What follows belongs to an exercise in optimizing a design on an open flow for small area; a production flow would make more cautious choices.
At most, simulation tests tie the RTL to the original design; equivalence was not proved.
Function not checked in runs 5 to 7: the RTL went through the layout flow alone.
No activity file was given, so power comes from the tool's default toggle rates.

===== flow/flow/run.sh =====
#!/bin/bash
export BUFFER_PORTS_ARGS="-buffer_cell sky130_fd_sc_hd__buf_1"
export CTS_ARGS="-sink_clustering_enable -dont_use_dummy_load -root_buf sky130_fd_sc_hd__clkbuf_8 -buf_list \"sky130_fd_sc_hd__clkbuf_4 sky130_fd_sc_hd__clkbuf_8\" -repair_clock_nets"
bash standard.sh > standard_flow.log 2>&1

===== flow/standard.sh =====
#!/bin/bash
# synth_recipe.tcl (not shown) runs the flow's synth.tcl, then flattens the netlist and writes it again
# the make line also repeats each setting of config.mk as NAME=value (left out here)
make -C /OpenROAD-flow-scripts/flow DESIGN_CONFIG=/design/flow/config.mk WORK_HOME=/design/flow/orfs CLKGATE_MAP_FILE= SYNTH_SCRIPT=/design/flow/synth_recipe.tcl "${@:-finish}"

===== flow/config.mk =====
export PLATFORM = sky130hd
export DESIGN_NAME = home_automation
export DESIGN_NICKNAME = home_automation
export VERILOG_FILES = /design/flow/design.v
export SDC_FILE = /design/flow/constraint.sdc
export NUM_CORES = 4
export LEC_CHECK = 0
export CAP_MARGIN = 20
export CORE_MARGIN = 2
export CORE_UTILIZATION = 65
export CTS_BUF_LIST = sky130_fd_sc_hd__clkbuf_8
export CTS_CLUSTER_DIAMETER = 300
export CTS_CLUSTER_SIZE = 40
export SLEW_MARGIN = 20

===== flow/constraint.sdc =====
create_clock -name core_clock -period 30.0 [get_ports {clk}]
set_input_delay 6.0000 -clock core_clock [delete_from_list [all_inputs] [get_ports {clk}]]
set_output_delay 6.0000 -clock core_clock [all_outputs]
set_load 0.01 [all_outputs]

===== flow/design.v =====
`timescale 1ns / 1ps
module home_automation (
    input clk,
    input rst,
    output trig,
    input echo,
    output scl,
    input sda_i,
    output sda_o,
    input [3:0] sw,
    output [2:0] led,
    output [7:0] temp
);
    reg [14:0] tl;
    reg trig_r;
    wire tl_z = (tl == 15'h0000);
    wire tl_e = (tl == 15'h46c7);
    always @(posedge clk or posedge rst) begin
        if (rst) begin
            tl <= 0;
            trig_r <= 0;
        end else begin
            tl <= {tl[13] ^ tl_e, tl[12:0], ~(tl[14] ^ tl[9] ^ tl[6] ^ tl[4])};
            trig_r <= tl_z | (trig_r & !tl_e);
        end
    end
    assign trig = trig_r;
    reg meas;
    reg [5:0] dur;
    reg dvalid;
    reg near;
    always @(posedge clk or posedge rst) begin
        if (rst) begin
            meas <= 0;
            dvalid <= 0;
            near <= 1;
        end else begin
            meas <= echo;
            if (!echo && meas) begin
                dvalid <= 1;
                near <= (dur != 6'd59);
            end
        end
    end
    always @(posedge clk) begin
        if (echo && !meas) dur <= 0;
        else if (echo && dur != 6'd59) dur <= dur + 1'b1;
    end
    localparam [2:0] S_IDLE = 3'b000, S_START = 3'b001, S_RS = 3'b010, S_STOP = 3'b011,
                     S_SA = 3'b100, S_SR = 3'b101, S_RA = 3'b110, S_RD = 3'b111;
    reg [2:0] state;
    reg [4:0] dc;
    reg [2:0] bc;
    reg [2:0] bn;
    reg cal_done;
    reg scl_out, sda_out;
    reg [4:0] tempr;
    wire bus = state[2];
    wire tick = bus && dc[1];
    wire idle = (state == S_IDLE);
    wire iblk = idle && (dc == 5'd31);
    wire wdone = idle ? (bn == 3'd5 && bc == 3'd1 && dc == 5'd16) : (dc[4] & dc[2]);
    wire rd = (state == S_RD);
    wire sample = rd && tick && scl_out;
    wire adv = rd && tick && !scl_out;
    wire bdec = tick && !scl_out;
    wire bend = bdec && (bc == 3'd0);
    wire [7:0] sdata = (state == S_SA) ? 8'hDC : (cal_done ? 8'hFA : 8'h88);
    always @(posedge clk or posedge rst) begin
        if (rst) begin
            state <= S_IDLE;
            scl_out <= 1;
            sda_out <= 1;
            dc <= 0;
            bc <= 3'd7;
            bn <= 3'd6;
            cal_done <= 0;
        end else begin
            dc <= (bus ? dc[1] : wdone) ? 5'd0 : dc + 1'b1;
            if (tick) scl_out <= ~scl_out;
            if (bdec || iblk) bc <= bc - 1'b1;
            else if (state == S_START && wdone) bc <= 3'd7;
            if (tick && scl_out && !state[1]) sda_out <= sdata[bc];
            if (!bus && wdone) begin
                case (state)
                    S_IDLE: state <= S_START;
                    S_START: begin state <= S_SA; sda_out <= 0; end
                    S_RS: begin state <= S_RA; sda_out <= 1; end
                    default: begin state <= S_IDLE; sda_out <= 0; scl_out <= 0; end
                endcase
            end
            if (bend) bn <= (state == S_RA) ? {1'b0, cal_done, cal_done} : bn + 1'b1;
            else if (iblk && bc == 3'd0) bn <= bn + 1'b1;
            if (bend) begin
                case (state)
                    S_SA: state <= S_SR;
                    S_SR: state <= S_RS;
                    S_RA: state <= S_RD;
                    default: if (bn == 3'd5) begin
                        state <= S_STOP;
                        cal_done <= 1;
                    end
                endcase
            end
        end
    end
    assign scl = scl_out;
    assign sda_o = sda_out;
    reg [15:0] t1r, t2r, t3r;
    reg [31:0] p;
    reg [20:0] x;
    wire [15:0] t2 = {t2r[7:0], t2r[15:8]};
    wire ph0 = rd && tick && (cal_done ? (bn == 3'd3) : (bn == 3'd4)) && (bc[2] || (bc == 3'd3 && scl_out));
    wire lo = sample && (cal_done ? (bn == 3'd4) : (bn == 3'd5));
    wire hi = sample && cal_done && (bn == 3'd5);
    wire shr8 = adv && cal_done && (bn == 3'd4) && (bc == 0);
    wire cap = sample && (bc == 0) && (bn == 3'd5);
    wire cph = (rd && !scl_out && bc == 0 && bn == 3'd5) ||
               ((state == S_STOP) && !dc[4] && !(dc[3] && dc[2] && (dc[1] || dc[0])));
    wire dsum = (state == S_STOP) && (dc[4:0] == 5'd13);
    wire dstep = (state == S_STOP) && (dc[4:0] >= 5'd14) && (dc[4:0] <= 5'd18);
    wire last = (state == S_STOP) && dc[4] && dc[2];
    wire t1bit = t1r[7] && !(lo && bc == 0);
    wire rbit = lo && cal_done && sda_i;
    wire dig_en = (ph0 || lo) && (t1bit ^ rbit);
    wire dig_neg = (ph0 || lo) && t1bit && !rbit;
    wire dig_pos = (ph0 || lo) && !t1bit && rbit;
    wire dq = (p[9:0] >= 10'd400);
    reg [34:0] yv;
    always @(*) begin
        yv = 35'd0;
        if (ph0 || lo) yv[31:0] = {{16{dig_neg}}, (t2 & {16{dig_pos}}) | (~t2 & {16{dig_neg}})};
        if (hi && sda_i) yv[23:8] = t2;
        if (cph && t3r[7]) yv[20:0] = x;
        if (dsum) yv[33:13] = x;
        if (dstep && dq) yv[9:0] = 10'd225;
    end
    wire [34:0] av = {2'b00, p, 1'b0};
    wire [35:0] cy;
    wire [34:0] s;
    assign cy[0] = dig_neg;
    genvar gi;
    generate
        for (gi = 0; gi < 35; gi = gi + 1) begin : rca
            assign s[gi] = av[gi] ^ yv[gi] ^ cy[gi];
            assign cy[gi + 1] = (av[gi] & yv[gi]) | (av[gi] & cy[gi]) | (yv[gi] & cy[gi]);
        end
    endgenerate
    wire step = ph0 || lo || hi || cph || dstep;
    wire pclr = (state == S_IDLE) || cap;
    wire pen = pclr || shr8 || dsum || step;
    wire [31:0] pd = ({32{shr8}} & {8'd0, p[31:8]}) | ({32{dsum}} & {p[31:10], s[34:25]}) |
                     ({32{step && !pclr}} & s[31:0]);
    always @(posedge clk) begin
        if (pen) p <= pd;
        if (cap) x <= s[31:11];
        if (sample && !cal_done && bn[2:1] == 2'b00) t1r <= {t1r[14:0], sda_i};
        else if (ph0 || (lo && bc != 0)) t1r <= {t1r[14:0], t1r[15]};
        if (sample && !cal_done && bn[2:1] == 2'b01) t2r <= {t2r[14:0], sda_i};
        if (sample && !cal_done && bn[2:1] == 2'b10) t3r <= {t3r[14:0], sda_i};
        else if (cph) t3r <= {t3r[14:0], t3r[15]};
    end
    always @(posedge clk or posedge rst) begin
        if (rst) tempr <= 0;
        else if (last) tempr <= p[4:0];
    end
    assign temp = {3'b000, tempr};
    reg code_ok;
    reg [14:0] bl;
    reg bh;
    reg blink_r;
    reg light_r, fan_r;
    always @(posedge clk or posedge rst) begin
        if (rst) code_ok <= 0;
        else code_ok <= (sw == 4'b1010);
    end
    wire bl_e = (bl == 15'h24f5);
    wire bl_h = (bl == 15'h495d);
    wire bl_w = (bl == 15'h4000);
    always @(posedge clk or posedge rst) begin
        if (rst) begin
            bl <= 0;
            bh <= 1;
            blink_r <= 0;
        end else begin
            blink_r <= !code_ok && bh;
            if (!code_ok) begin
                bl <= {bl[13:0], ~(bl[14] ^ bl[13]) ^ bl_e};
                if (bl_h) bh <= 0;
                else if (bl_w) bh <= 1;
            end
        end
    end
    always @(posedge clk or posedge rst) begin
        if (rst) begin
            light_r <= 0;
            fan_r <= 0;
        end else begin
            if (dvalid && near && code_ok) begin
                light_r <= 1;
                fan_r <= 1;
            end else begin
                light_r <= 0;
            end
            if (tempr > 5'd25 && code_ok) fan_r <= 1;
            else if (!near) fan_r <= 0;
        end
    end
    assign led = {blink_r, fan_r, light_r};
endmodule

==> results of run 1 <==
-- where the power goes --
group	switching (mW)	internal (mW)
clock network	0.0676	0.0500
registers	0.00995	0.254
logic	0.00733	0.0106
total	0.0849	0.314
-- worst min-delay path by stage --
stage                     startpoint  cells after the start  slack [ns]          endpoint
floorplan            tl[8]$_DFF_PP0_                      0        0.35   tl[9]$_DFF_PP0_
global placement    tl[11]$_DFF_PP0_                      0        0.36  tl[12]$_DFF_PP0_
detailed placement   tl[3]$_DFF_PP0_                      0        0.36   tl[4]$_DFF_PP0_
CTS                  tl[3]$_DFF_PP0_                      0        0.38   tl[4]$_DFF_PP0_
global route         tl[3]$_DFF_PP0_                      0        0.38   tl[4]$_DFF_PP0_
finish               tl[3]$_DFF_PP0_                      0        0.37   tl[4]$_DFF_PP0_
-- placed cells by master, fill, tap and decap left out, drive strengths merged, types with 7 or more instances in the layout --
| cell type | count |
|---|---|
| edfxtp | 101 |
| nand2 | 57 |
| dfrtp | 52 |
| a22o | 39 |
| inv | 33 |
| fa | 32 |
| nor2 | 29 |
| buf | 27 |
| a21o | 25 |
| mux2 | 24 |
| a21oi | 24 |
| ha | 18 |
| clkbuf | 17 |
| o21ai | 14 |
| a211o | 12 |
| nor3 | 11 |
| and2 | 10 |
| nand4 | 10 |
| nor2b | 9 |
| o211ai | 9 |
| mux2i | 9 |
| dfstp | 9 |
| nand3b | 8 |
| nand3 | 7 |
-- sequential cells by signal (all words and copies together) (netlist names), 3 cells and up --
signal,flops
t1r,16
x,21
dur,6
bc,3
tempr,5
t3r,16
dc,5
t2r,16
p,32
bn,3
bl,15
state,3
tl,15
-- worst reg2reg max path, delay by kind of cell, from the launching register on --
family	cells	cell delay (ns)
buffers and inverters	7	0.46
adders and majority gates	35	12.13
AOI/OAI and AO/OA	4	1.22
muxes	1	0.31
and+or+nand+nor	1	0.20
DFF	1	0.58
-- layer usage --
metal  vias up  global-route usage  wire length (microns)
met2       183               0.407                   8200
met3        19              0.0538                    959
met5         -                   0                      0
met1      2710               0.374                   7610
li1       2453                   -                      -
met4         0              0.0738                    199
-- kinds of logic after synthesis --
group           Yosys count  synth area share
simple gates            172             0.107
flops                   168             0.556
compound gates          160             0.148
buf+inv                  69            0.0365
fa+ha+maj                50             0.103
mux                      33            0.0427
xor+xnor                  7           0.00726
other cells               1          0.000444
-- cell type report --
class,instances,share of cell area
inverters,33,0.0140
repair buffers,27,0.0152
clock buffers,17,0.0264
flip-flops and latches,168,0.529
multi-input cells,425,0.391
well taps,172,0.0243
==> results.tsv, run 1 <==
stage	metric	value	unit
status	status	no timing/DRC/antenna violations	
sta	Setup Viol. Count Final	0	
synthesis	EDFF count, synth	101	
synthesis	Yosys top cell by area	edfxtp_1	
sta	fmax	50.8	MHz
critical_path	r2r setup slk	14.86	ns
floorplan	CORE AREA	12700	sq um
drt	vias per inst	6.37	
layout	area of the multi-input gates	3470	sq um
global_routing	first-pass GRT wire length	27900	microns
floorplan	Die Y	118	microns
synthesis	ys async rst share	0.363	
synthesis	sequential element share of the synthesized area	0.556	
critical_path	crit path from	sda_i	
critical_path	reg2reg start	bn[1]$_DFFE_PP1P_	
drt	final WL	17000	microns
critical_path	CP max stage cell	fa_1	
sta	Final Max Slew Viols	0	
critical_path	WP data arrival	19.90	ns
global_routing	vias in the first global route	5237	
drt	First-pass DRT Iterations	5	
critical_path	FF-to-FF End	p[8]$_DFFE_PP_	
placement	Placer Congestion	0.914	
critical_path	CP max FO	9	
layout	fill cell count	897	
critical_path	R2R depth	48	
sta	Max transition margin	0.308	
drt	number of antenna-violating nets in the routed design	0	
drt	WL/cell	20.2	microns
global_routing	GRT overflow	0	
sta	Setup TNS Final	0	ns
critical_path	crit path launch type	input pin	
synthesis	Synth Instances	660	
sta	Final Hold Slack	0.369	ns
floorplan	boundary pin count	22	
pwr	Pwr Density	45.0	nW/um^2
global_routing	largest net degree at the start of global routing	52	
sta	min cycle time layout	19.70	ns
drt	Iter 0 DRT Violations	461	
clock_network	hold buffer count at CTS	0	
global_routing	antenna violations before repair	0	
critical_path	Largest stage delay, worst path	0.41	ns
layout	diode count	0	
clock_network	clock root cell	clkbuf_8	
critical_path	number of cells on the critical path	48	
clock_network	post-cts sizing count	0	
synthesis	Syn Std Cell Area	8440	sq um
clock_network	Reg clk slew, reported paths	0.08	ns
placement	PortBufs	18	
pwr	leakage	3.79	nW
drt	via count	5365	
synthesis	Yosys cell types	65	
layout	share of cells above drive strength 1	0.112	
clock_network	clock latency on the worst-skew pair	0.44	ns
clock_network	H-tree depth	4	
sta	Worst Tran Pin Value	1.03	ns
pwr	VDD IR-drop max	0.0378	mV
sta	Fin. Hold Viols	0	
sta	fin crit share	0.657	
critical_path	CP endpoint	p[8]$_DFFE_PP_	
sta	Setup WS post-layout	10.30	ns
critical_path	crit end category	flop	
critical_path	CP bufs+invs	7	
synthesis	yosys warns	1	
synthesis	synth cell count leaders	edfxtp_1, nand2_1, dfrtp_1, a22o_1, inv_1	
layout	final core occ	0.700	
critical_path	CP Class	in -> reg	
layout	Layout Cells excl Fill	842	
placement	Post-Place Cells	825	
pwr	Tot Pwr	0.399	mW
critical_path	CP Data Required Time	30.21	ns
layout	Layout area overhead	5.02	%
drt	DRC viols	0	
placement	cell area after placement	8630	sq um
floorplan	Starting Density	0.666	
synthesis	Primary FF master, synth	edfxtp_1	
placement	pre-CTS setup slack	9.94	ns
floorplan	Rows	41	
placement	detailed placement HPWL	12000	microns
layout	register area	4690	sq um
layout	# nets final	730	
sta	RSZ-0062 raised after global routing	no	
critical_path	CP dominant cell by count	fa_1	
clock_network	CTS tree	built	
critical_path	top cell family by delay on the critical path	adder cells	
clock_network	Setup Buffers After CTS	0	
job	MaxCap Viol Count	0	
global_routing	All-Layer GR Usage	0.260	
synthesis	Post-Syn Area per Cell	12.8	sq um
sta	clock skew	0.0228	ns
clock_network	clk buf depth	2	
floorplan	die footprint	13900	sq um
clock_network	cts bufs inserted	17	
synthesis	Area contributors post-synth	edfxtp_1, dfrtp_1, fa_1	
clock_network	Sink Count	168	
synthesis	#FFs+latches synth	168	
synthesis	most instantiated library cell after synthesis	edfxtp_1	
floorplan	die span in x	118	microns
worst_hold_path	Worst Hold Class	reg -> reg	
layout	cell area after layout	8870	sq um
synthesis	Yosys top cell area share	0.359	
==> run 2, diff against run 1 <==
==> flow/flow/run.sh (replaced) <==
#!/bin/bash
export BUFFER_PORTS_ARGS="-buffer_cell sky130_fd_sc_hd__buf_1"
export CTS_ARGS="-sink_clustering_enable -sink_clustering_size 30 -sink_clustering_max_diameter 200 -sink_buffer_max_cap_derate 0.5 -dont_use_dummy_load -buf_list sky130_fd_sc_hd__clkbuf_8 -repair_clock_nets"
bash standard.sh > standard_flow.log 2>&1
==> run 2 against run 1 <==
- critical path depth stayed put
- fmax stayed put
- critical path type unchanged
- core utilization stayed put
- sequential power hardly changed
- clock power hardly changed
- combinational power hardly changed
- largest cell class unchanged
- setup slack stayed put
- hold slack stayed put
- clock-buffer cell count stayed put
- die area stayed put
- register-to-register slack hardly changed
- highest routed layer unchanged
- routed wire length stayed put
==> results.tsv, run 2 <==
stage	metric	value	unit	change
status	status	no timing/DRC/antenna violations		
synthesis	Post-Syn Area per Cell	12.8	sq um	unchanged
sta	Setup WS post-layout	10.30	ns	unchanged
sta	clock skew	0.0228	ns	unchanged
critical_path	FF-to-FF End	p[8]$_DFFE_PP_		
pwr	Tot Pwr	0.399	mW	unchanged
layout	fill cell count	897		unchanged
synthesis	Yosys top cell area share	0.359		unchanged
pwr	VDD IR-drop max	0.0378	mV	unchanged
clock_network	CTS tree	built		
synthesis	Yosys cell types	65		unchanged
floorplan	boundary pin count	22		unchanged
sta	Max transition margin	0.308		unchanged
sta	RSZ-0062 raised after global routing	no		
critical_path	crit path launch type	input pin		
pwr	Seq pwr share	0.660		about the same
placement	PortBufs	18		unchanged
synthesis	ys async rst share	0.363		unchanged
critical_path	crit end category	flop		
placement	pre-CTS setup slack	9.94	ns	unchanged
layout	area of the multi-input gates	3470	sq um	unchanged
sta	Final Max Slew Viols	0		unchanged
pwr	Clk pwr share	0.295		about the same
pwr	Switching Share	0.213		unchanged
drt	final WL	17000	microns	unchanged
critical_path	R2R depth	48		unchanged
layout	Regs by FF count	p (32), x (21)		
sta	fmax	50.8	MHz	unchanged
sta	Worst Tran Pin Value	1.03	ns	unchanged
critical_path	CP max FO	9		unchanged
drt	vias per inst	6.37		unchanged
critical_path	CP bufs+invs	7		unchanged
pwr	leakage	3.79	nW	unchanged
critical_path	reg2reg start	bn[1]$_DFFE_PP1P_		
sta	Setup Viol. Count Final	0		unchanged
worst_hold_path	Worst Hold Class	reg -> reg		
drt	DRC viols	0		unchanged
floorplan	Starting Density	0.666		unchanged
critical_path	r2r setup slk	14.86	ns	about the same
drt	via count	5365		unchanged
synthesis	synth cell count leaders	edfxtp_1, nand2_1, dfrtp_1, a22o_1, inv_1		
pwr	Pwr Density	45.0	nW/um^2	unchanged
clock_network	hold buffer count at CTS	0		unchanged
layout	share of cells above drive strength 1	0.112		unchanged
critical_path	top cell family by delay on the critical path	adder cells		
synthesis	Syn Std Cell Area	8440	sq um	unchanged
synthesis	Yosys top cell by area	edfxtp_1		
global_routing	vias in the first global route	5237		unchanged
synthesis	sequential element share of the synthesized area	0.556		unchanged
drt	First-pass DRT Iterations	5		unchanged
floorplan	Die Y	118	microns	unchanged
floorplan	die footprint	13900	sq um	unchanged
pwr	Comb pwr share	0.045		about the same
layout	max reg flops	32		unchanged
sta	Setup TNS Final	0	ns	unchanged
global_routing	largest net degree at the start of global routing	52		unchanged
clock_network	Reg clk slew, reported paths	0.08	ns	about the same
drt	WL/cell	20.2	microns	unchanged
critical_path	Largest stage delay, worst path	0.41	ns	about the same
clock_network	Setup Buffers After CTS	0		unchanged
global_routing	All-Layer GR Usage	0.260		unchanged
placement	Placer Congestion	0.914		unchanged
sta	Fin. Hold Viols	0		unchanged
worst_hold_path	Hold Startpoint	tl[3]$_DFF_PP0_		
global_routing	first-pass GRT wire length	27900	microns	unchanged
layout	register area	4690	sq um	unchanged
layout	Top reg by flops	p		
synthesis	#FFs+latches synth	168		unchanged
global_routing	GRT overflow	0		unchanged
global_routing	antenna violations before repair	0		unchanged
drt	Iter 0 DRT Violations	461		unchanged
worst_hold_path	Hold Path Sink	tl[4]$_DFF_PP0_		
layout	# nets final	730		unchanged
clock_network	Sink Count	168		unchanged
synthesis	yosys warns	1		unchanged
critical_path	CP dominant cell by count	fa_1		
clock_network	cts bufs inserted	17		unchanged
placement	detailed placement HPWL	12000	microns	unchanged
clock_network	post-cts sizing count	0		unchanged
floorplan	Rows	41		unchanged
pwr	Sw Pwr	0.0849	mW	unchanged
clock_network	H-tree depth	4		unchanged
layout	diode count	0		unchanged
sta	fin crit share	0.657		unchanged
pwr	Pint	0.314	mW	unchanged
drt	number of antenna-violating nets in the routed design	0		unchanged
synthesis	Primary FF master, synth	edfxtp_1		
synthesis	EDFF count, synth	101		unchanged
layout	Layout area overhead	5.02	%	unchanged
critical_path	CP max stage cell	fa_1		
critical_path	CP Class	in -> reg		
synthesis	Synth Instances	660		unchanged
synthesis	most instantiated library cell after synthesis	edfxtp_1		
critical_path	CP Data Required Time	30.21	ns	about the same
job	MaxCap Viol Count	0		unchanged
floorplan	die span in x	118	microns	unchanged
floorplan	CORE AREA	12700	sq um	unchanged
sta	min cycle time layout	19.70	ns	unchanged
clock_network	clock latency on the worst-skew pair	0.44	ns	about the same
layout	most common cell after layout, fill and taps aside	edfxtp_1		
critical_path	WP data arrival	19.90	ns	about the same
worst_hold_path	Hold Path Stages	0		unchanged
clock_network	clk buf depth	2		unchanged
synthesis	Area contributors post-synth	edfxtp_1, dfrtp_1, fa_1		
clock_network	clock root cell	clkbuf_8		
layout	commonest cells after routing, fill and taps aside	edfxtp_1, nand2_1, dfrtp_1, a22o_1		
==> run 2: cell counts after synthesis <==
Identical to the previous run, type by type.
==> run 2: layout make-up <==
type                            count  area share
Sequential cell                   168       0.529
Multi-Input combinational cell    425       0.391
Clock buffer                       17      0.0264
Tap cell                          172      0.0243
Timing Repair Buffer               27      0.0152
Inverter                           33      0.0140
==> run 2: worst register-to-register path, delay by kind of cell (launching register included) <==
kind                     cells  cell delay (ns)
multiplexers                 1             0.31
AO/OA/AOI/OAI                4             1.22
buffers and inverters        7             0.46
flip-flops                   1             0.58
AND/OR/NAND/NOR              1             0.20
adder cells (fa/ha/maj)     35            12.13
==> run 2: logic make-up after synthesis <==
logic type	after synthesis	share of synthesized area
AND/OR/NAND/NOR	172	0.107
flip-flops	168	0.556
AO/OA/AOI/OAI	160	0.148
buffers and inverters	69	0.0365
adder cells (fa/ha/maj)	50	0.103
multiplexers	33	0.0427
XOR/XNOR	7	0.00726
other	1	0.000444
==> run 2: through the flow <==
| stage | cell area (sq um) | hold WS, ns | utilization | std cells |
|---|---|---|---|---|
| 2_1_floorplan | 8450 | 0.354 | - | 662 |
| 3_3_place_gp | 8630 | 0.361 | 0.681 | 825 |
| 3_5_place_dp | 8630 | 0.360 | 0.681 | 825 |
| 4_1_cts | 8870 | 0.377 | 0.700 | 842 |
| 5_1_grt | 8870 | 0.384 | 0.700 | 842 |
| 6_report | 8870 | 0.369 | 0.700 | 842 |
==> run 2: how the worst max path moves through the flow <==
stage,endpoint,cells after the start,slack (ns),start
3_5_place_dp,p[8]$_DFFE_PP_,48,9.94,sda_i
4_1_cts,p[8]$_DFFE_PP_,48,10.42,sda_i
3_3_place_gp,p[8]$_DFFE_PP_,48,10.14,sda_i
5_1_grt,p[8]$_DFFE_PP_,48,9.78,sda_i
6_report,p[8]$_DFFE_PP_,48,10.30,sda_i
2_1_floorplan,p[8]$_DFFE_PP_,48,10.79,sda_i
==> run 2: layer usage <==
layer,GRT usage,part of all wire,vias to the layer above
met2,0.407,0.48,183
met3,0.0538,0.057,19
li1,-,-,2453
met5,0,0,-
met4,0.0738,0.012,0
met1,0.374,0.45,2710
==> run 2: power by group through the flow <==
stage / clock, mW / sequential (mW) / combinational [mW]
2_1_floorplan: 0 / 0.265 / 0.0159
3_3_place_gp: 0 / 0.268 / 0.0173
3_5_place_dp: 0 / 0.268 / 0.0181
4_1_cts: 0.121 / 0.264 / 0.0183
5_1_grt: 0.131 / 0.266 / 0.0207
6_report: 0.118 / 0.264 / 0.0179
==> run 3, diff against run 2 <==
--- a/flow/design.v
+++ b/flow/design.v
@@ -149,8 +149,7 @@
     wire step = ph0 || lo || hi || cph || dstep;
     wire pclr = (state == S_IDLE) || cap;
     wire pen = pclr || shr8 || dsum || step;
-    wire [31:0] pd = ({32{shr8}} & {8'd0, p[31:8]}) | ({32{dsum}} & {p[31:10], s[34:25]}) |
-                     ({32{step && !pclr}} & s[31:0]);
+    wire [31:0] pd = shr8 ? {8'd0, p[31:8]} : ({32{!pclr}} & (dsum ? {s[31:10], s[34:25]} : s[31:0]));
     always @(posedge clk) begin
         if (pen) p <= pd;
         if (cap) x <= s[31:11];
--- a/flow/config.mk
+++ b/flow/config.mk
@@ -5,10 +5,9 @@
 export SDC_FILE = /design/flow/constraint.sdc
 export NUM_CORES = 4
 export LEC_CHECK = 0
+export ABC_AREA = 1
 export CAP_MARGIN = 20
 export CORE_MARGIN = 2
 export CORE_UTILIZATION = 65
 export CTS_BUF_LIST = sky130_fd_sc_hd__clkbuf_8
-export CTS_CLUSTER_DIAMETER = 300
-export CTS_CLUSTER_SIZE = 40
 export SLEW_MARGIN = 20
==> run 3 against run 2 <==
- routed wire length rose by 1.0%
- largest cell class unchanged
- clock skew rose by 0.0076 ns
- critical path type unchanged
- total power barely moved
- die area fell by 0.97%
- register-to-register slack got worse by 0.22 ns
- still clean
- synthesized cell count rose by 23%
- global-route usage rose by 0.87 points
==> results.tsv, run 3 <==
stage	metric	value	unit	change
clock_network	hold buffer count at CTS	0		unchanged
critical_path	top cell family by delay on the critical path	adder cells		
status	status	no timing/DRC/antenna violations		
clock_network	clock latency on the worst-skew pair	0.45	ns	about the same
global_routing	antenna violations before repair	0		unchanged
drt	First-pass DRT Iterations	5		unchanged
pwr	Tot Pwr	0.399	mW	about the same
clock_network	clock root cell	clkbuf_8		
layout	Layout area overhead	5.40	%	
floorplan	die span in x	117	microns	-0.49%
synthesis	Yosys cell types	43		-34%
sta	RSZ-0062 raised after global routing	no		
synthesis	synth cell count leaders	nand2_1, inv_1, edfxtp_1, o21ai_0, nor2_1		
clock_network	clk buf depth	2		unchanged
clock_network	Sink Count	168		unchanged
placement	PortBufs	18		unchanged
critical_path	number of cells on the critical path	51		+6.3%
global_routing	All-Layer GR Usage	0.269		+0.00869
synthesis	ys async rst share	0.363		unchanged
critical_path	CP dominant cell by count	fa_1		
synthesis	yosys warns	1		unchanged
synthesis	Area contributors post-synth	edfxtp_1, dfrtp_1, fa_1		
drt	met3 wire length	999	microns	+4.2%
clock_network	H-tree depth	4		unchanged
sta	Worst Tran Pin Value	0.889	ns	-0.141 ns
floorplan	die footprint	13800	sq um	-0.97%
layout	fill cell count	951		+6.0%
sta	Setup WS post-layout	10.57	ns	+0.268 ns
layout	share of cells above drive strength 1	0.0697		-0.0422
layout	commonest cells after routing, fill and taps aside	nand2_1, inv_1, edfxtp_1, o21ai_0, nor2_1		
global_routing	GRT overflow	0		unchanged
critical_path	WP data arrival	19.61	ns	-0.29 ns
layout	Layout Cells excl Fill	1004		+19%
pwr	VDD IR-drop max	0.0358	mV	-5.3%
layout	Top reg by flops	p		
drt	vias per inst	5.69		-11%
placement	Placer Congestion	0.941		+2.9%
drt	met1 wire length	7730	microns	+1.5%
floorplan	Starting Density	0.665		-0.00133
critical_path	R2R depth	53		+10%
critical_path	crit path launch type	input pin		
drt	number of antenna-violating nets in the routed design	0		unchanged
layout	final core occ	0.701		+0.00113
floorplan	CORE AREA	12600	sq um	-0.81%
clock_network	Setup Buffers After CTS	0		unchanged
clock_network	CTS tree	built		
global_routing	first-pass GRT wire length	28800	microns	+3.1%
critical_path	CP max FO	11		+2
drt	met2 WL post-DR	8020	microns	-2.2%
sta	clock skew	0.0304	ns	+0.00757 ns
layout	# nets final	892		+22%
synthesis	sequential element share of the synthesized area	0.561		+0.00566
layout	most common cell after layout, fill and taps aside	nand2_1		
critical_path	Largest stage delay, worst path	0.42	ns	about the same
layout	Regs by FF count	p (32), x (21)		
floorplan	Rows	41		unchanged
synthesis	Yosys top cell by area	edfxtp_1		
drt	Iter 0 DRT Violations	547		+19%
placement	detailed placement HPWL	12600	microns	+5.1%
layout	area of the multi-input gates	3150	sq um	-9.2%
sta	fin crit share	0.648		-0.00893
synthesis	most instantiated library cell after synthesis	nand2_1		
sta	Setup Viol. Count Final	0		unchanged
critical_path	CP Class	in -> reg		
layout	max reg flops	32		unchanged
global_routing	vias in the first global route	5617		+7.3%
sta	Max transition margin	0.401		+0.0933
worst_hold_path	Worst Hold Class	reg -> reg		
synthesis	Primary FF master, synth	edfxtp_1		
synthesis	Syn Std Cell Area	8360	sq um	-1.0%
clock_network	post-cts sizing count	0		unchanged
clock_network	cts bufs inserted	17		unchanged
sta	fmax	51.5	MHz	+1.4%
sta	Final Max Slew Viols	0		unchanged
synthesis	Yosys top cell area share	0.363		+0.00366
floorplan	boundary pin count	22		unchanged
critical_path	crit end category	flop		
clock_network	Reg clk slew, reported paths	0.09	ns	about the same
drt	final WL	17200	microns	+1.0%
drt	highest metal used	met4		
sta	Fin. Hold Viols	0		unchanged
floorplan	Die Y	117	microns	-0.49%
sta	Setup TNS Final	0	ns	unchanged
drt	WL/cell	17.1	microns	-15%
critical_path	CP bufs+invs	8		+1
pwr	Pwr Density	45.3	nW/um^2	+0.63%
layout	register area	4690	sq um	unchanged
job	MaxCap Viol Count	0		unchanged
drt	DRC viols	0		unchanged
critical_path	CP Data Required Time	30.18	ns	-0.03 ns
drt	via count	5710		+6.4%
worst_hold_path	Hold Path Stages	0		unchanged
synthesis	#FFs+latches synth	168		unchanged
global_routing	largest net degree at the start of global routing	42		-19%
layout	diode count	0		unchanged
critical_path	CP max stage cell	fa_1		
pwr	leakage	3.67	nW	-3.3%
synthesis	Post-Syn Area per Cell	10.3	sq um	-20%
synthesis	Synth Instances	813		+23%
placement	pre-CTS setup slack	10.15	ns	+0.206 ns
synthesis	EDFF count, synth	101		unchanged
placement	Post-Place Cells	987		+20%
sta	min cycle time layout	19.43	ns	-0.268 ns
-- run 3: cell count changes after synthesis, sizes merged, moves of 21 or more --
cell	before	now
nand2	57	155
a22o	39	18
nand3	7	36
nor2	29	72
inv	33	104
o21ai	14	90
mux2	24	0
a21o	25	0
-- run 3: worst paths after layout --
kind | start | end | slack (ns)
setup reg to reg | bn[1]$_DFFE_PP1P_ | p[8]$_DFFE_PP_ | 14.64
setup / recovery | sda_i | p[8]$_DFFE_PP_ | 10.57
min in group asynchronous | rst | meas$_DFF_PP0_ | 5.50
hold / removal | tl[12]$_DFF_PP0_ | tl[13]$_DFF_PP0_ | 0.36
hold reg to reg | tl[12]$_DFF_PP0_ | tl[13]$_DFF_PP0_ | 0.36
max in group asynchronous | rst | bn[1]$_DFFE_PP1P_ | 23.59
-- run 3: power breakdown --
part           total [mW]  leakage [nW]  switching (mW)  internal [mW]
registers           0.262          1.68         0.00893          0.253
logic              0.0205          1.87          0.0131        0.00735
clock network       0.116         0.122          0.0663         0.0500
-- run 3: per-stage QoR --
stage               cell area, sq um  hold WS [ns]
global placement                8580         0.360
floorplan                       8370         0.354
CTS                             8810         0.364
detailed placement              8580         0.372
finish                          8810         0.362
global route                    8810         0.375
-- run 3: layout make-up --
type | instances | area share
Clock buffer | 17 | 0.0266
Inverter | 105 | 0.0447
Multi-Input combinational cell | 516 | 0.357
Sequential cell | 168 | 0.532
Tap cell | 172 | 0.0244
Timing Repair Buffer | 26 | 0.0145
-- run 3: worst register-to-register path: cells and delay by family (launching register included) --
family          cells  cell delay, ns
flops               1            0.55
buf+inv             9            0.91
compound gates      2            0.26
simple gates        7            1.25
fa+ha+maj          35           12.14
-- run 3: cells by family after synthesis --
group | Yosys count | share of synthesized area
buf+inv | 131 | 0.0644
other cells | 1 | 0.000449
simple gates | 310 | 0.163
flops | 168 | 0.561
fa+ha+maj | 50 | 0.104
xor+xnor | 6 | 0.00629
compound gates | 147 | 0.101
-- run 3: routing by layer --
layer	GRT usage	vias to the layer above
met5	0	-
met4	0.0904	0
met3	0.0520	26
met2	0.413	205
met1	0.392	2729
li1	-	2750
==> run 4, diff against run 3 <==
==> flow/flow/run.sh (replaced) <==
#!/bin/bash
export BUFFER_PORTS_ARGS="-buffer_cell sky130_fd_sc_hd__buf_1"
export CTS_ARGS="-dont_use_dummy_load -buf_list sky130_fd_sc_hd__clkbuf_8 -repair_clock_nets"
bash standard.sh > standard_flow.log 2>&1
--- a/flow/config.mk
+++ b/flow/config.mk
@@ -5,9 +5,10 @@
 export SDC_FILE = /design/flow/constraint.sdc
 export NUM_CORES = 4
 export LEC_CHECK = 0
-export ABC_AREA = 1
 export CAP_MARGIN = 20
 export CORE_MARGIN = 2
 export CORE_UTILIZATION = 65
 export CTS_BUF_LIST = sky130_fd_sc_hd__clkbuf_8
+export CTS_CLUSTER_DIAMETER = 300
+export CTS_CLUSTER_SIZE = 40
 export SLEW_MARGIN = 20
==> run 4 against run 3 <==
- still clean on timing, DRC and antenna
- non-clock buffer count rose by 1
- sequential power about the same
- fmax down 2.0%
- clock-buffer cell count stayed put
- clock power about the same
- routed wire length decreased by 4.2%
- combinational power decreased by 17%
- critical path depth shrank 2
- setup slack worse by 0.40 ns
- largest power group unchanged
==> results.tsv, run 4 <==
stage	metric	value	unit	change
layout	share of cells above drive strength 1	0.112		+0.0422
layout	max reg flops	32		unchanged
layout	# nets final	730		-18%
clock_network	Sink Count	168		unchanged
global_routing	antenna violations before repair	0		unchanged
placement	detailed placement HPWL	11700	microns	-7.4%
floorplan	die span in x	116	microns	-1.1%
drt	First-pass DRT Iterations	6		+1
sta	Worst Tran Pin Value	1.00	ns	+0.116 ns
clock_network	H-tree depth	4		unchanged
critical_path	CP max FO	14		+3
sta	Setup WS post-layout	10.17	ns	-0.396 ns
pwr	Sw Pwr	0.0828	mW	-6.4%
drt	vias per inst	6.27		+10%
synthesis	Yosys top cell area share	0.372		+0.00873
floorplan	die footprint	13500	sq um	-2.3%
floorplan	Die Y	116	microns	-1.1%
global_routing	first-pass GRT wire length	26300	microns	-8.5%
layout	most common cell after layout, fill and taps aside	edfxtp_1		
drt	via count	5256		-8.0%
worst_hold_path	Hold Startpoint	tl[8]$_DFF_PP0_		
sta	min cycle time layout	19.83	ns	+0.396 ns
synthesis	main combinational cell family by area after synthesis	simple AND/OR/NAND/NOR gates		
synthesis	Synth Area in Simple Gates	0.127		-0.0365
layout	Layout area overhead	5.43	%	about the same
synthesis	Yosys top cell by area	edfxtp_1		
critical_path	top cell family by delay on the critical path	adder cells		
critical_path	WP data arrival	20.01	ns	+0.40 ns
pwr	Pwr Density	46.1	nW/um^2	+1.7%
critical_path	FF-to-FF End	p[8]$_DFFE_PP_		
floorplan	CORE AREA	12100	sq um	-3.6%
layout	register area	4690	sq um	unchanged
global_routing	vias in the first global route	5085		-9.5%
critical_path	CP max stage cell	fa_1		
synthesis	mux contribution to synthesized area	0.0396		+0.0396
sta	Setup Viol. Count Final	0		unchanged
synthesis	Post-Syn Area per Cell	12.4	sq um	+21%
job	MaxCap Viol Count	0		unchanged
clock_network	hold buffer count at CTS	0		unchanged
synthesis	ys async rst share	0.363		unchanged
pwr	leakage	3.36	nW	-8.5%
clock_network	cts bufs inserted	17		unchanged
pwr	Clk pwr share	0.293		+0.002
clock_network	post-cts sizing count	0		unchanged
synthesis	Syn Std Cell Area	8160	sq um	-2.4%
synthesis	most instantiated library cell after synthesis	edfxtp_1		
critical_path	r2r setup slk	14.78	ns	+0.14 ns
critical_path	CP Data Required Time	30.18	ns	about the same
global_routing	All-Layer GR Usage	0.267		-0.00154
floorplan	Starting Density	0.674		+0.00886
critical_path	Largest stage delay, worst path	0.42	ns	about the same
sta	Final Max Slew Viols	0		unchanged
floorplan	boundary pin count	22		unchanged
sta	clock skew	0.0234	ns	-0.00703 ns
critical_path	CP Class	in -> reg		
synthesis	Synth Instances	656		-19%
synthesis	Post-Synth Adder-Cell Area	0.106		+0.00249
drt	WL/cell	19.6	microns	+15%
synthesis	EDFF count, synth	101		unchanged
sta	RSZ-0062 raised after global routing	no		
layout	Regs by FF count	p (32), x (21)		
sta	Max transition margin	0.324		-0.0772
synthesis	sequential element share of the synthesized area	0.575		+0.0135
status	status	no timing/DRC/antenna violations		
critical_path	R2R depth	48		-9.4%
clock_network	clock root cell	clkbuf_8		
placement	Placer Congestion	0.994		+5.6%
worst_hold_path	Worst Hold Class	reg -> reg		
critical_path	crit path launch type	input pin		
layout	commonest cells after routing, fill and taps aside	edfxtp_1, nand2_1, dfrtp_1, o21ai_0, fa_1		
drt	DRC viols	0		unchanged
drt	Iter 0 DRT Violations	570		+4.2%
layout	Top reg by flops	p		
worst_hold_path	Hold Path Stages	0		unchanged
global_routing	largest net degree at the start of global routing	37		-12%
pwr	VDD IR-drop max	0.0405	mV	+13%
drt	final WL	16400	microns	-4.2%
placement	PortBufs	18		unchanged
sta	fmax	50.4	MHz	-2.0%
clock_network	Reg clk slew, reported paths	0.09	ns	about the same
synthesis	synth cell count leaders	edfxtp_1, nand2_1, dfrtp_1, o21ai_0, fa_1		
clock_network	clk buf depth	2		unchanged
clock_network	clock latency on the worst-skew pair	0.45	ns	about the same
synthesis	Area contributors post-synth	edfxtp_1, dfrtp_1, fa_1		
synthesis	Synth Area in XOR/XNOR	0.00644		+0.000151
sta	fin crit share	0.661		+0.0132
synthesis	post-synthesis compound-gate area fraction	0.113		+0.0124
clock_network	CTS tree	built		
layout	fill cell count	866		-8.9%
floorplan	Rows	40		-2.4%
sta	Fin. Hold Viols	0		unchanged
layout	diode count	0		unchanged
clock_network	Setup Buffers After CTS	0		unchanged
critical_path	reg2reg start	state[2]$_DFF_PP0_		
synthesis	yosys warns	1		unchanged
sta	Setup TNS Final	0	ns	unchanged
critical_path	CP bufs+invs	8		unchanged
pwr	Switching Share	0.209		-0.0128
pwr	Pint	0.314	mW	+0.97%
placement	pre-CTS setup slack	9.86	ns	-0.287 ns
worst_hold_path	Hold Path Sink	tl[9]$_DFF_PP0_		
critical_path	crit end category	flop		
synthesis	Primary FF master, synth	edfxtp_1		
layout	area of the multi-input gates	3230	sq um	+2.5%
pwr	Comb pwr share	0.043		-0.008
drt	number of antenna-violating nets in the routed design	0		unchanged
global_routing	GRT overflow	0		unchanged
pwr	Seq pwr share	0.664		+0.007
synthesis	Yosys cell types	62		+44%
critical_path	CP dominant cell by count	fa_1		
synthesis	#FFs+latches synth	168		unchanged
[run 4: logic make-up (layout without fill, tap and decap cells)]
logic type | count (synthesis) | in the layout
flops | 168 | 168
xor+xnor | 6 | 6
fa+ha+maj | 50 | 50
compound gates | 135 | 135
buf+inv | 61 | 73
mux | 29 | 29
simple gates | 206 | 206
other cells | 1 | 3
[run 4: layer usage]
metal	vias to the layer above	share of wire	wire length, microns	GRT usage
li1	2414	-	-	-
met1	2605	0.43	7100	0.375
met2	211	0.48	7810	0.413
met3	26	0.071	1180	0.0675
met4	0	0.021	351	0.0952
met5	-	0	0	0
[run 4: layout make-up]
type / count / area share
Clock buffer: 17 / 0.0272
Tap cell: 168 / 0.0244
Sequential cell: 168 / 0.545
Multi-Input combinational cell: 429 / 0.375
Timing Repair Buffer: 27 / 0.0157
Inverter: 29 / 0.0127
[run 4: power by group through the flow]
| stage | logic (mW) | clock network, mW | registers, mW |
|---|---|---|---|
| finish | 0.0170 | 0.116 | 0.263 |
| CTS | 0.0174 | 0.120 | 0.263 |
| global placement | 0.0164 | 0 | 0.267 |
| global route | 0.0192 | 0.128 | 0.265 |
| detailed placement | 0.0174 | 0 | 0.268 |
| floorplan | 0.0152 | 0 | 0.265 |
[run 4: how the worst max path moves through the flow]
stage / from / to / slack, ns / cells after the start
2_1_floorplan: sda_i / p[8]$_DFFE_PP_ / 10.84 / 49
3_3_place_gp: sda_i / p[8]$_DFFE_PP_ / 10.15 / 49
3_5_place_dp: sda_i / p[8]$_DFFE_PP_ / 9.86 / 49
4_1_cts: sda_i / p[8]$_DFFE_PP_ / 10.33 / 49
5_1_grt: sda_i / p[8]$_DFFE_PP_ / 9.63 / 49
6_report: sda_i / p[8]$_DFFE_PP_ / 10.17 / 49
[run 4: metrics by stage]
step / std cells / power, mW / utilization / hold slack [ns] / cell area (sq um)
6_report: 838 / 0.396 / 0.710 / 0.365 / 8600
2_1_floorplan: 658 / 0.280 / - / 0.354 / 8170
3_5_place_dp: 821 / 0.285 / 0.691 / 0.360 / 8370
5_1_grt: 838 / 0.412 / 0.710 / 0.372 / 8600
3_3_place_gp: 821 / 0.284 / 0.691 / 0.360 / 8370
4_1_cts: 838 / 0.401 / 0.710 / 0.371 / 8600
==> run 5, diff against run 4 <==
--- a/flow/design.v
+++ b/flow/design.v
@@ -29,6 +29,7 @@
     reg [5:0] dur;
     reg dvalid;
     reg near;
+    reg far;
     always @(posedge clk or posedge rst) begin
         if (rst) begin
             meas <= 0;
@@ -38,13 +39,13 @@
             meas <= echo;
             if (!echo && meas) begin
                 dvalid <= 1;
-                near <= (dur != 6'd59);
+                near <= !far;
             end
         end
     end
     always @(posedge clk) begin
-        if (echo && !meas) dur <= 0;
-        else if (echo && dur != 6'd59) dur <= dur + 1'b1;
+        dur <= (echo && !meas) ? 6'd0 : {dur[4:0], ~(dur[5] ^ dur[4])};
+        far <= !(echo && !meas) && (far || dur == 6'h2a);
     end
     localparam [2:0] S_IDLE = 3'b000, S_START = 3'b001, S_RS = 3'b010, S_STOP = 3'b011,
                      S_SA = 3'b100, S_SR = 3'b101, S_RA = 3'b110, S_RD = 3'b111;
==> run 5 against run 4 <==
- setup slack improved by 0.22 ns
- design area grew 2.3%
- clock-buffer cell count stayed put
- flip-flop and latch count increased by 1
- first-iteration DRC count is 8.9% lower
- critical path type unchanged
==> results.tsv, run 5 <==
stage	metric	value	unit	change
floorplan	boundary pin count	22		unchanged
sta	fmax	51.0	MHz	+1.1%
clock_network	Sink Count	169		+0.60%
clock_network	clock latency on the worst-skew pair	0.45	ns	about the same
placement	Placer Congestion	0.909		-8.5%
layout	area of the multi-input gates	3410	sq um	+5.7%
drt	via count	5320		+1.2%
critical_path	crit path launch type	input pin		
floorplan	Rows	41		+2.5%
synthesis	Area contributors post-synth	edfxtp_1, dfrtp_1, fa_1		
pwr	leakage	3.63	nW	+8.3%
clock_network	hold buffer count at CTS	0		unchanged
synthesis	Synth Instances	663		+1.1%
job	MaxCap Viol Count	0		unchanged
layout	register area	4710	sq um	+0.43%
drt	First-pass DRT Iterations	5		-1
placement	pre-CTS setup slack	9.96	ns	+0.0959 ns
critical_path	CP Data Required Time	30.18	ns	about the same
sta	Setup WS post-layout	10.39	ns	+0.216 ns
global_routing	GRT overflow	0		unchanged
floorplan	CORE AREA	12600	sq um	+4.2%
layout	most common cell after layout, fill and taps aside	edfxtp_1		
critical_path	WP data arrival	19.79	ns	-0.22 ns
sta	Fin. Hold Viols	0		unchanged
global_routing	antenna violations before repair	0		unchanged
synthesis	Yosys top cell area share	0.362		-0.00966
drt	vias per inst	6.29		+0.26%
pwr	Pwr Density	45.6	nW/um^2	-0.98%
sta	RSZ-0062 raised after global routing	no		
synthesis	Primary FF master, synth	edfxtp_1		
sta	Setup TNS Final	0	ns	unchanged
layout	commonest cells after routing, fill and taps aside	edfxtp_1, nand2_1, dfrtp_1, fa_1, nor2_1		
clock_network	H-tree depth	4		unchanged
synthesis	synth cell count leaders	edfxtp_1, nand2_1, dfrtp_1, fa_1, nor2_1		
floorplan	die footprint	13800	sq um	+2.6%
synthesis	Yosys top cell by area	edfxtp_1		
synthesis	EDFF count, synth	101		unchanged
placement	PortBufs	18		unchanged
sta	clock skew	0.0248	ns	+0.00148 ns
clock_network	post-cts sizing count	0		unchanged
sta	Worst Tran Pin Value	0.834	ns	-0.171 ns
clock_network	Reg clk slew, reported paths	0.07	ns	-0.02 ns
status	status	no timing/DRC/antenna violations		
synthesis	most instantiated library cell after synthesis	edfxtp_1		
layout	diode count	0		unchanged
critical_path	Largest stage delay, worst path	0.41	ns	about the same
synthesis	yosys warns	1		unchanged
synthesis	Post-Syn Area per Cell	12.6	sq um	+1.6%
drt	WL/cell	20.0	microns	+2.0%
clock_network	Setup Buffers After CTS	0		unchanged
global_routing	largest net degree at the start of global routing	62		+68%
floorplan	Starting Density	0.664		-0.00987
synthesis	#FFs+latches synth	169		+0.60%
placement	detailed placement HPWL	12200	microns	+4.6%
sta	Final Max Slew Viols	0		unchanged
worst_hold_path	Hold Path Stages	0		unchanged
layout	Regs by FF count	p (32), x (21)		
layout	Layout area overhead	5.06	%	
sta	fin crit share	0.654		-0.00720
layout	fill cell count	886		+2.3%
synthesis	Syn Std Cell Area	8380	sq um	+2.7%
floorplan	die span in x	118	microns	+1.3%
sta	min cycle time layout	19.61	ns	-0.216 ns
clock_network	clock root cell	clkbuf_8		
critical_path	crit end category	flop		
worst_hold_path	Worst Hold Class	reg -> reg		
placement	Post-Place Cells	828		+0.85%
synthesis	ys async rst share	0.361		-0.00215
layout	share of cells above drive strength 1	0.114		+0.00230
synthesis	Yosys cell types	73		+18%
floorplan	Die Y	118	microns	+1.3%
drt	final WL	16900	microns	+3.0%
global_routing	vias in the first global route	5241		+3.1%
clock_network	CTS tree	built		
critical_path	CP dominant cell by count	fa_1		
pwr	VDD IR-drop max	0.0393	mV	-2.9%
drt	Iter 0 DRT Violations	519		-8.9%
global_routing	All-Layer GR Usage	0.261		-0.00584
sta	Max transition margin	0.444		+0.120
critical_path	CP max stage cell	fa_1		
drt	DRC viols	0		unchanged
clock_network	cts bufs inserted	17		unchanged
drt	number of antenna-violating nets in the routed design	0		unchanged
critical_path	CP Class	in -> reg		
layout	Top reg by flops	p		
global_routing	first-pass GRT wire length	27800	microns	+5.7%
critical_path	CP max FO	8		-6
layout	# nets final	734		+0.55%
clock_network	clk buf depth	2		unchanged
synthesis	sequential element share of the synthesized area	0.562		-0.0125
sta	Setup Viol. Count Final	0		unchanged
layout	max reg flops	32		unchanged
layout	Layout Cells excl Fill	846		+0.95%
critical_path	R2R depth	48		unchanged
-- run 5: routing by layer --
metal / vias up / track usage / part of all wire
met1: 2627 / 0.378 / 0.44
li1: 2445 / - / -
met3: 33 / 0.0581 / 0.070
met4: 0 / 0.0723 / 0.018
met2: 215 / 0.407 / 0.47
met5: - / 0 / 0
-- run 5: path summary, 6_finish.rpt --
| kind | end | slack, ns | startpoint |
|---|---|---|---|
| max in group asynchronous | bl[2]$_DFFE_PP0N_ | 23.77 | rst |
| worst max register to register | p[8]$_DFFE_PP_ | 14.81 | bn[1]$_DFFE_PP1P_ |
| worst max-delay path | p[8]$_DFFE_PP_ | 10.39 | sda_i |
| worst min-delay path | tl[9]$_DFF_PP0_ | 0.37 | tl[8]$_DFF_PP0_ |
| worst min register to register | tl[9]$_DFF_PP0_ | 0.37 | tl[8]$_DFF_PP0_ |
| min in group asynchronous | state[1]$_DFF_PP0_ | 5.75 | rst |
-- run 5: stage by stage --
step	utilization	hold slack (ns)	power (mW)	instance area [sq um]
6_report	0.698	0.366	0.402	8800
5_1_grt	0.698	0.395	0.419	8800
4_1_cts	0.697	0.372	0.406	8790
3_5_place_dp	0.678	0.359	0.289	8560
3_3_place_gp	0.678	0.360	0.287	8560
2_1_floorplan	-	0.354	0.283	8390
-- run 5: cell families (layout without fill, tap and decap cells) --
| group | Yosys count | in the layout | synth area share |
|---|---|---|---|
| and+or+nand+nor | 213 | 213 | 0.134 |
| DFF | 169 | 169 | 0.562 |
| AOI/OAI and AO/OA | 140 | 140 | 0.128 |
| buffers and inverters | 60 | 69 | 0.0343 |
| adders and majority gates | 50 | 50 | 0.103 |
| muxes | 25 | 25 | 0.0330 |
| xor gates and xnor gates | 5 | 5 | 0.00523 |
| other | 1 | 3 | 0.000448 |
-- run 5: cell type report --
| class | count | area share |
|---|---|---|
| Clock buffer | 17 | 0.0266 |
| Inverter | 25 | 0.0107 |
| Sequential cell | 169 | 0.535 |
| Timing Repair Buffer | 27 | 0.0158 |
| Multi-Input combinational cell | 436 | 0.387 |
| Tap cell | 172 | 0.0244 |
-- run 5: where the power goes --
part | leakage, nW | switching [mW] | internal [mW] | total, mW
Combinational | 1.64 | 0.00731 | 0.0106 | 0.0179
Clock | 0.122 | 0.0679 | 0.0500 | 0.118
Sequential | 1.87 | 0.0100 | 0.256 | 0.266
Total | 3.63 | 0.0852 | 0.316 | 0.402
-- run 5: critical path, delay by kind of cell --
kind	cells	cell delay [ns]
AO/OA/AOI/OAI	5	1.09
adder cells (fa/ha/maj)	34	11.97
buffers and inverters	7	0.62
AND/OR/NAND/NOR	1	0.11
==> run 6, diff against run 5 <==
--- a/flow/design.v
+++ b/flow/design.v
@@ -13,15 +13,15 @@
 );
     reg [14:0] tl;
     reg trig_r;
-    wire tl_z = (tl == 15'h0000);
-    wire tl_e = (tl == 15'h46c7);
-    always @(posedge clk or posedge rst) begin
-        if (rst) begin
-            tl <= 0;
+    wire tl_s = (tl == 15'h24f5);
+    wire tl_c = (tl == 15'h74ac);
+    always @(posedge clk or posedge rst) begin
+        if (rst) begin
+            tl <= 15'h24f5;
             trig_r <= 0;
         end else begin
-            tl <= {tl[13] ^ tl_e, tl[12:0], ~(tl[14] ^ tl[9] ^ tl[6] ^ tl[4])};
-            trig_r <= tl_z | (trig_r & !tl_e);
+            tl <= {tl[13:0], ~(tl[14] ^ tl[13]) ^ tl_s};
+            trig_r <= tl_s | (trig_r & !tl_c);
         end
     end
     assign trig = trig_r;
@@ -175,11 +175,10 @@
         else code_ok <= (sw == 4'b1010);
     end
     wire bl_e = (bl == 15'h24f5);
-    wire bl_h = (bl == 15'h495d);
-    wire bl_w = (bl == 15'h4000);
-    always @(posedge clk or posedge rst) begin
-        if (rst) begin
-            bl <= 0;
+    wire bl_h = (bl == 15'h7843);
+    always @(posedge clk or posedge rst) begin
+        if (rst) begin
+            bl <= 15'h49eb;
             bh <= 1;
             blink_r <= 0;
         end else begin
@@ -187,7 +186,7 @@
             if (!code_ok) begin
                 bl <= {bl[13:0], ~(bl[14] ^ bl[13]) ^ bl_e};
                 if (bl_h) bh <= 0;
-                else if (bl_w) bh <= 1;
+                else if (bl_e) bh <= 1;
             end
         end
     end
==> run 6 against run 5 <==
- total power up 1.7%
- via count down 3.0%
- core utilization down 0.13 points
- combinational power up 9%
- first-iteration DRC count up 5.6%
- clock skew down 0.0056 ns
- flip-flop and latch count unchanged
- register-to-register slack worse by 0.12 ns
- hold slack better by 0.0020 ns
- die area down 0.68%
- non-clock buffer count up 1
- largest cell class unchanged
==> results.tsv, run 6 <==
stage	metric	value	unit	change
synthesis	Area contributors post-synth	edfxtp_1, dfrtp_1, dfstp_2		
drt	First-pass DRT Iterations	5		unchanged
clock_network	CTS tree	built		
floorplan	die footprint	13700	sq um	-0.68%
clock_network	cts bufs inserted	17		unchanged
critical_path	CP Data Required Time	30.20	ns	+0.02 ns
floorplan	Die Y	117	microns	-0.34%
sta	Max transition margin	0.276		-0.168
synthesis	Post-Syn Area per Cell	12.8	sq um	+1.6%
critical_path	CP max FO	10		+2
global_routing	All-Layer GR Usage	0.268		+0.00669
synthesis	EDFF count, synth	101		unchanged
pwr	Tot Pwr	0.408	mW	+1.7%
sta	min cycle time layout	19.90	ns	+0.288 ns
synthesis	sequential element share of the synthesized area	0.569		+0.00653
synthesis	Syn Std Cell Area	8320	sq um	-0.70%
layout	# nets final	718		-2.2%
global_routing	vias in the first global route	5068		-3.3%
layout	cell area after layout	8750	sq um	-0.60%
pwr	VDD IR-drop max	0.0389	mV	-1.1%
drt	Iter 0 DRT Violations	548		+5.6%
synthesis	yosys warns	1		unchanged
layout	Layout area overhead	5.17	%	
drt	via count	5158		-3.0%
status	status	no timing/DRC/antenna violations		
clock_network	clk buf depth	2		unchanged
global_routing	largest net degree at the start of global routing	37		-40%
drt	vias per inst	6.21		-1.2%
critical_path	CP Class	in -> reg		
worst_hold_path	Worst Hold Class	reg -> reg		
sta	clock skew	0.0193	ns	-0.00556 ns
clock_network	Sink Count	169		unchanged
clock_network	hold buffer count at CTS	0		unchanged
drt	final WL	16700	microns	-1.3%
synthesis	synth cell count leaders	edfxtp_1, nand2_1, dfrtp_1, fa_1, inv_1		
floorplan	CORE AREA	12600	sq um	-0.41%
synthesis	Yosys cell types	67		-8.2%
placement	PortBufs	18		unchanged
sta	Setup WS post-layout	10.10	ns	-0.288 ns
placement	Placer Congestion	0.958		+5.4%
synthesis	Synth Instances	648		-2.3%
layout	final core occ	0.696		-0.00133
sta	Setup Viol. Count Final	0		unchanged
sta	Worst Tran Pin Value	1.08	ns	+0.244 ns
pwr	leakage	3.65	nW	+0.40%
global_routing	first-pass GRT wire length	26800	microns	-3.8%
clock_network	Reg clk slew, reported paths	0.08	ns	about the same
job	MaxCap Viol Count	0		unchanged
floorplan	Starting Density	0.662		-0.00197
pwr	Pwr Density	46.7	nW/um^2	+2.3%
global_routing	antenna violations before repair	0		unchanged
synthesis	Yosys top cell by area	edfxtp_1		
placement	detailed placement HPWL	11900	microns	-2.2%
synthesis	#FFs+latches synth	169		unchanged
sta	Final Hold Slack	0.368	ns	+0.00204 ns
layout	Top reg by flops	p		
sta	Final Max Slew Viols	0		unchanged
drt	DRC viols	0		unchanged
critical_path	Largest stage delay, worst path	0.42	ns	about the same
synthesis	Yosys top cell area share	0.365		+0.00256
layout	Layout Cells excl Fill	830		-1.9%
sta	RSZ-0062 raised after global routing	no		
floorplan	boundary pin count	22		unchanged
clock_network	clock root cell	clkbuf_8		
sta	Setup TNS Final	0	ns	unchanged
synthesis	most instantiated library cell after synthesis	edfxtp_1		
sta	fmax	50.3	MHz	-1.4%
synthesis	Primary FF master, synth	edfxtp_1		
floorplan	die span in x	117	microns	-0.34%
floorplan	Rows	41		unchanged
clock_network	H-tree depth	4		unchanged
placement	Post-Place Cells	813		-1.8%
layout	max reg flops	32		unchanged
placement	pre-CTS setup slack	9.65	ns	-0.308 ns
layout	diode count	0		unchanged
clock_network	Setup Buffers After CTS	0		unchanged
drt	number of antenna-violating nets in the routed design	0		unchanged
synthesis	ys async rst share	0.361		unchanged
drt	WL/cell	20.1	microns	+0.55%
critical_path	CP dominant cell by count	fa_1		
layout	most common cell after layout, fill and taps aside	edfxtp_1		
clock_network	clock latency on the worst-skew pair	0.45	ns	about the same
layout	share of cells above drive strength 1	0.140		+0.0256
global_routing	GRT overflow	0		unchanged
critical_path	CP max stage cell	fa_1		
clock_network	post-cts sizing count	0		unchanged
layout	commonest cells after routing, fill and taps aside	edfxtp_1, nand2_1, dfrtp_1, fa_1, inv_1		
layout	fill cell count	942		+6.3%
placement	cell area after placement	8520	sq um	-0.48%
critical_path	crit path launch type	input pin		
critical_path	crit end category	flop		
sta	fin crit share	0.663		+0.00959
critical_path	WP data arrival	20.10	ns	+0.31 ns
sta	Fin. Hold Viols	0		unchanged
layout	Regs by FF count	p (32), x (21)		
[run 6: cell count changes after synthesis, sizes merged, moves of 5 or more]
cell / delta
nor2b: -5
nor4: -5
nor3: -5
or2: +5
inv: +5
nand2: -25
nand3b: +7
mux2i: +7
a41oi: +5
dfrtp: -17
dfstp: +17
nor2: -5
[run 6: logic make-up (layout without fill, tap and decap cells)]
logic type      Yosys count  after routing  share of synthesized area
simple gates            187            187                      0.123
flops                   169            169                      0.569
compound gates          138            138                      0.122
buf+inv                  67             75                     0.0364
fa+ha+maj                50             50                      0.104
mux                      32             32                     0.0417
xor+xnor                  4              4                    0.00421
other cells               1              3                   0.000451
[run 6: final cells by class]
| class | count | area, sq um | share of cell area |
|---|---|---|---|
| Multi-Input combinational cell | 414 | 3310 | 0.379 |
| Sequential cell | 169 | 4730 | 0.541 |
| Inverter | 30 | 113 | 0.0129 |
| Tap cell | 172 | 215 | 0.0246 |
| Timing Repair Buffer | 28 | 143 | 0.0163 |
| Clock buffer | 17 | 234 | 0.0267 |
[run 6: routing by layer]
metal,routed length (microns),global-route usage,up-vias
met5,0,0,-
met4,365,0.0894,0
met3,1140,0.0834,26
met2,7970,0.411,176
met1,7220,0.369,2585
li1,-,-,2371
[run 6: worst max-delay path, delay by kind of cell]
family / cells / cell delay (ns)
and+or+nand+nor: 3 / 0.61
muxes: 1 / 0.12
buffers and inverters: 7 / 0.56
AOI/OAI and AO/OA: 4 / 0.86
adders and majority gates: 34 / 11.93
[run 6: final timing paths]
| check | slack [ns] | cells after the start | endpoint | startpoint |
|---|---|---|---|---|
| max in group asynchronous | 23.58 | 3 | near$_DFFE_PP1P_ | rst |
| worst max-delay path | 10.10 | 49 | p[8]$_DFFE_PP_ | sda_i |
| worst min-delay path | 0.37 | 0 | tl[6]$_DFF_PP1_ | tl[5]$_DFF_PP1_ |
| min in group asynchronous | 5.56 | 2 | tl[3]$_DFF_PP0_ | rst |
| worst min register to register | 0.37 | 0 | tl[6]$_DFF_PP1_ | tl[5]$_DFF_PP1_ |
| worst max register to register | 14.69 | 49 | p[8]$_DFFE_PP_ | bc[0]$_DFFE_PP1P_ |
[run 6: report_power, final]
group / total, mW / internal [mW] / leakage [nW] / switching, mW
combinational: 0.0195 / 0.0116 / 1.66 / 0.00783
clock: 0.117 / 0.0500 / 0.122 / 0.0675
sequential: 0.271 / 0.261 / 1.87 / 0.0105
total: 0.408 / 0.323 / 3.65 / 0.0858
==> run 7, diff against run 6 <==
--- a/flow/design.v
+++ b/flow/design.v
@@ -29,7 +29,6 @@
     reg [5:0] dur;
     reg dvalid;
     reg near;
-    reg far;
     always @(posedge clk or posedge rst) begin
         if (rst) begin
             meas <= 0;
@@ -39,13 +38,13 @@
             meas <= echo;
             if (!echo && meas) begin
                 dvalid <= 1;
-                near <= !far;
+                near <= (dur != 6'd59);
             end
         end
     end
     always @(posedge clk) begin
-        dur <= (echo && !meas) ? 6'd0 : {dur[4:0], ~(dur[5] ^ dur[4])};
-        far <= !(echo && !meas) && (far || dur == 6'h2a);
+        if (echo && !meas) dur <= 0;
+        else if (echo && dur != 6'd59) dur <= dur + 1'b1;
     end
     localparam [2:0] S_IDLE = 3'b000, S_START = 3'b001, S_RS = 3'b010, S_STOP = 3'b011,
                      S_SA = 3'b100, S_SR = 3'b101, S_RA = 3'b110, S_RD = 3'b111;
==> flow/flow/run.sh (replaced) <==
#!/bin/bash
export BUFFER_PORTS_ARGS="-buffer_cell sky130_fd_sc_hd__buf_1"
export CTS_ARGS="-sink_clustering_enable -sink_clustering_size 30 -sink_clustering_max_diameter 200 -sink_buffer_max_cap_derate 0.5 -dont_use_dummy_load -buf_list sky130_fd_sc_hd__clkbuf_8 -repair_clock_nets"
bash standard.sh > standard_flow.log 2>&1
==> run 7 against run 6 <==
- die area grew 0.35%
- critical path type unchanged
- core utilization is 0.15 points higher
- global-route usage fell by 0.26 points
- synthesized area rose by 0.36%
- hold slack improved by 0.0084 ns
- sequential power about the same
- total power shrank 1.4%
- design area up 0.21%
- clock power is essentially flat
- non-clock buffer count down 2
==> results.tsv, run 7 <==
stage	metric	value	unit	change
drt	final WL	17300	microns	+3.5%
layout	# nets final	732		+1.9%
synthesis	Yosys top cell area share	0.363		-0.00131
synthesis	#FFs+latches synth	168		-0.59%
critical_path	CP max FO	25		+15
sta	RSZ-0062 raised after global routing	no		
pwr	Pwr Density	45.9	nW/um^2	-1.7%
placement	detailed placement HPWL	12200	microns	+1.9%
drt	WL/cell	20.5	microns	+1.8%
critical_path	CP max stage cell	a22o_1		
clock_network	Sink Count	168		-0.59%
critical_path	FF-to-FF End	p[8]$_DFFE_PP_		
synthesis	synth cell count leaders	edfxtp_1, nand2_1, nor2_1, dfrtp_1, fa_1		
layout	Regs by FF count	p (32), x (21)		
global_routing	largest net degree at the start of global routing	62		+68%
critical_path	crit path from	sda_i		
sta	Max transition margin	0.364		+0.0880
synthesis	Yosys cell types	72		+7.5%
critical_path	Largest stage delay, worst path	0.54	ns	+0.12 ns
synthesis	sequential element share of the synthesized area	0.564		-0.00444
sta	min cycle time layout	19.79	ns	-0.107 ns
synthesis	Syn Std Cell Area	8350	sq um	+0.36%
sta	Fin. Hold Viols	0		unchanged
global_routing	antenna violations before repair	0		unchanged
layout	most common cell after layout, fill and taps aside	edfxtp_1		
synthesis	Area contributors post-synth	edfxtp_1, dfrtp_1, dfstp_2		
clock_network	clk buf depth	2		unchanged
layout	diode count	0		unchanged
drt	Iter 0 DRT Violations	614		+12%
sta	fin crit share	0.660		-0.00358
layout	Top reg by flops	p		
clock_network	cts bufs inserted	17		unchanged
drt	DRC viols	0		unchanged
floorplan	boundary pin count	22		unchanged
global_routing	vias in the first global route	5301		+4.6%
job	MaxCap Viol Count	0		unchanged
sta	Final Max Slew Viols	0		unchanged
floorplan	Starting Density	0.664		+0.00239
sta	fmax	50.5	MHz	+0.54%
placement	PortBufs	18		unchanged
drt	number of antenna-violating nets in the routed design	0		unchanged
sta	Setup TNS Final	0	ns	unchanged
status	status	no timing/DRC/antenna violations		
sta	Setup Viol. Count Final	0		unchanged
critical_path	CP endpoint	p[8]$_DFFE_PP_		
synthesis	ys async rst share	0.363		+0.00215
synthesis	Synth Instances	665		+2.6%
clock_network	H-tree depth	4		unchanged
critical_path	r2r setup slk	14.92	ns	+0.23 ns
[run 7: cell families (layout without fill, tap and decap cells)]
| kind of cell | count (synthesis) | in the layout | share of synthesized area |
|---|---|---|---|
| compound gates | 135 | 135 | 0.118 |
| xor+xnor | 4 | 4 | 0.00420 |
| fa+ha+maj | 50 | 50 | 0.104 |
| buf+inv | 70 | 75 | 0.0379 |
| flops | 168 | 168 | 0.564 |
| mux | 32 | 32 | 0.0423 |
| other cells | 1 | 3 | 0.000449 |
| simple gates | 205 | 205 | 0.129 |
[run 7: how the worst min path moves through the flow]
stage                                 end  slack [ns]  cells past startpoint
after global placement    tl[6]$_DFF_PP1_        0.35                      0
after detailed placement  tl[6]$_DFF_PP1_        0.35                      0
after global routing      tl[5]$_DFF_PP1_        0.38                      0
after CTS                 tl[5]$_DFF_PP1_        0.38                      0
final                     tl[5]$_DFF_PP1_        0.38                      0
after floorplan           tl[2]$_DFF_PP1_        0.35                      0
[run 7: where the power goes]
group	switching [mW]	internal [mW]	leakage, nW	total (mW)
combinational	0.00716	0.0114	1.73	0.0186
clock	0.0661	0.0500	0.122	0.116
sequential	0.00954	0.258	1.81	0.268
[run 7: per-layer routing]
metal / up-vias / part of all wire / wire [microns] / global-route usage
met3: 40 / 0.086 / 1480 / 0.0734
met1: 2704 / 0.44 / 7530 / 0.396
met2: 261 / 0.46 / 7910 / 0.385
met5: - / 0 / 0 / 0
li1: 2423 / - / - / -
met4: 0 / 0.021 / 363 / 0.0828
[run 7: through the flow]
stage / setup slack (ns) / power (mW) / hold slack, ns / utilization / cells
2_1_floorplan: 11.10 / 0.286 / 0.348 / - / 667
3_3_place_gp: 10.26 / 0.290 / 0.354 / 0.679 / 827
3_5_place_dp: 9.90 / 0.292 / 0.355 / 0.679 / 827
4_1_cts: 10.36 / 0.407 / 0.378 / 0.698 / 844
5_1_grt: 9.66 / 0.421 / 0.383 / 0.698 / 844
6_report: 10.21 / 0.402 / 0.376 / 0.698 / 844
[run 7: layout make-up]
| cell class | count | area (sq um) |
|---|---|---|
| flip-flops and latches | 168 | 4710 |
| fillers | 912 | 3800 |
| multi-input cells | 429 | 3360 |
| clock buffers | 17 | 234 |
| well taps | 172 | 215 |
| repair buffers | 26 | 128 |
| inverters | 32 | 120 |
[run 7: worst max-delay path, delay by kind of cell]
kind            cells  cell delay [ns]
simple gates        2             0.18
fa+ha+maj          34            12.00
compound gates      3             0.87
buf+inv             7             0.63
mux                 1             0.27

Re-timed with assumed drivers on the ports (clkbuf_16 on the clock, buf_2 on other inputs), run 7 has 10.224 ns of setup slack against 10.210 ns with ideal ports, and 9.753 ns once port delays also move by the mid clock arrival of 0.471 ns.
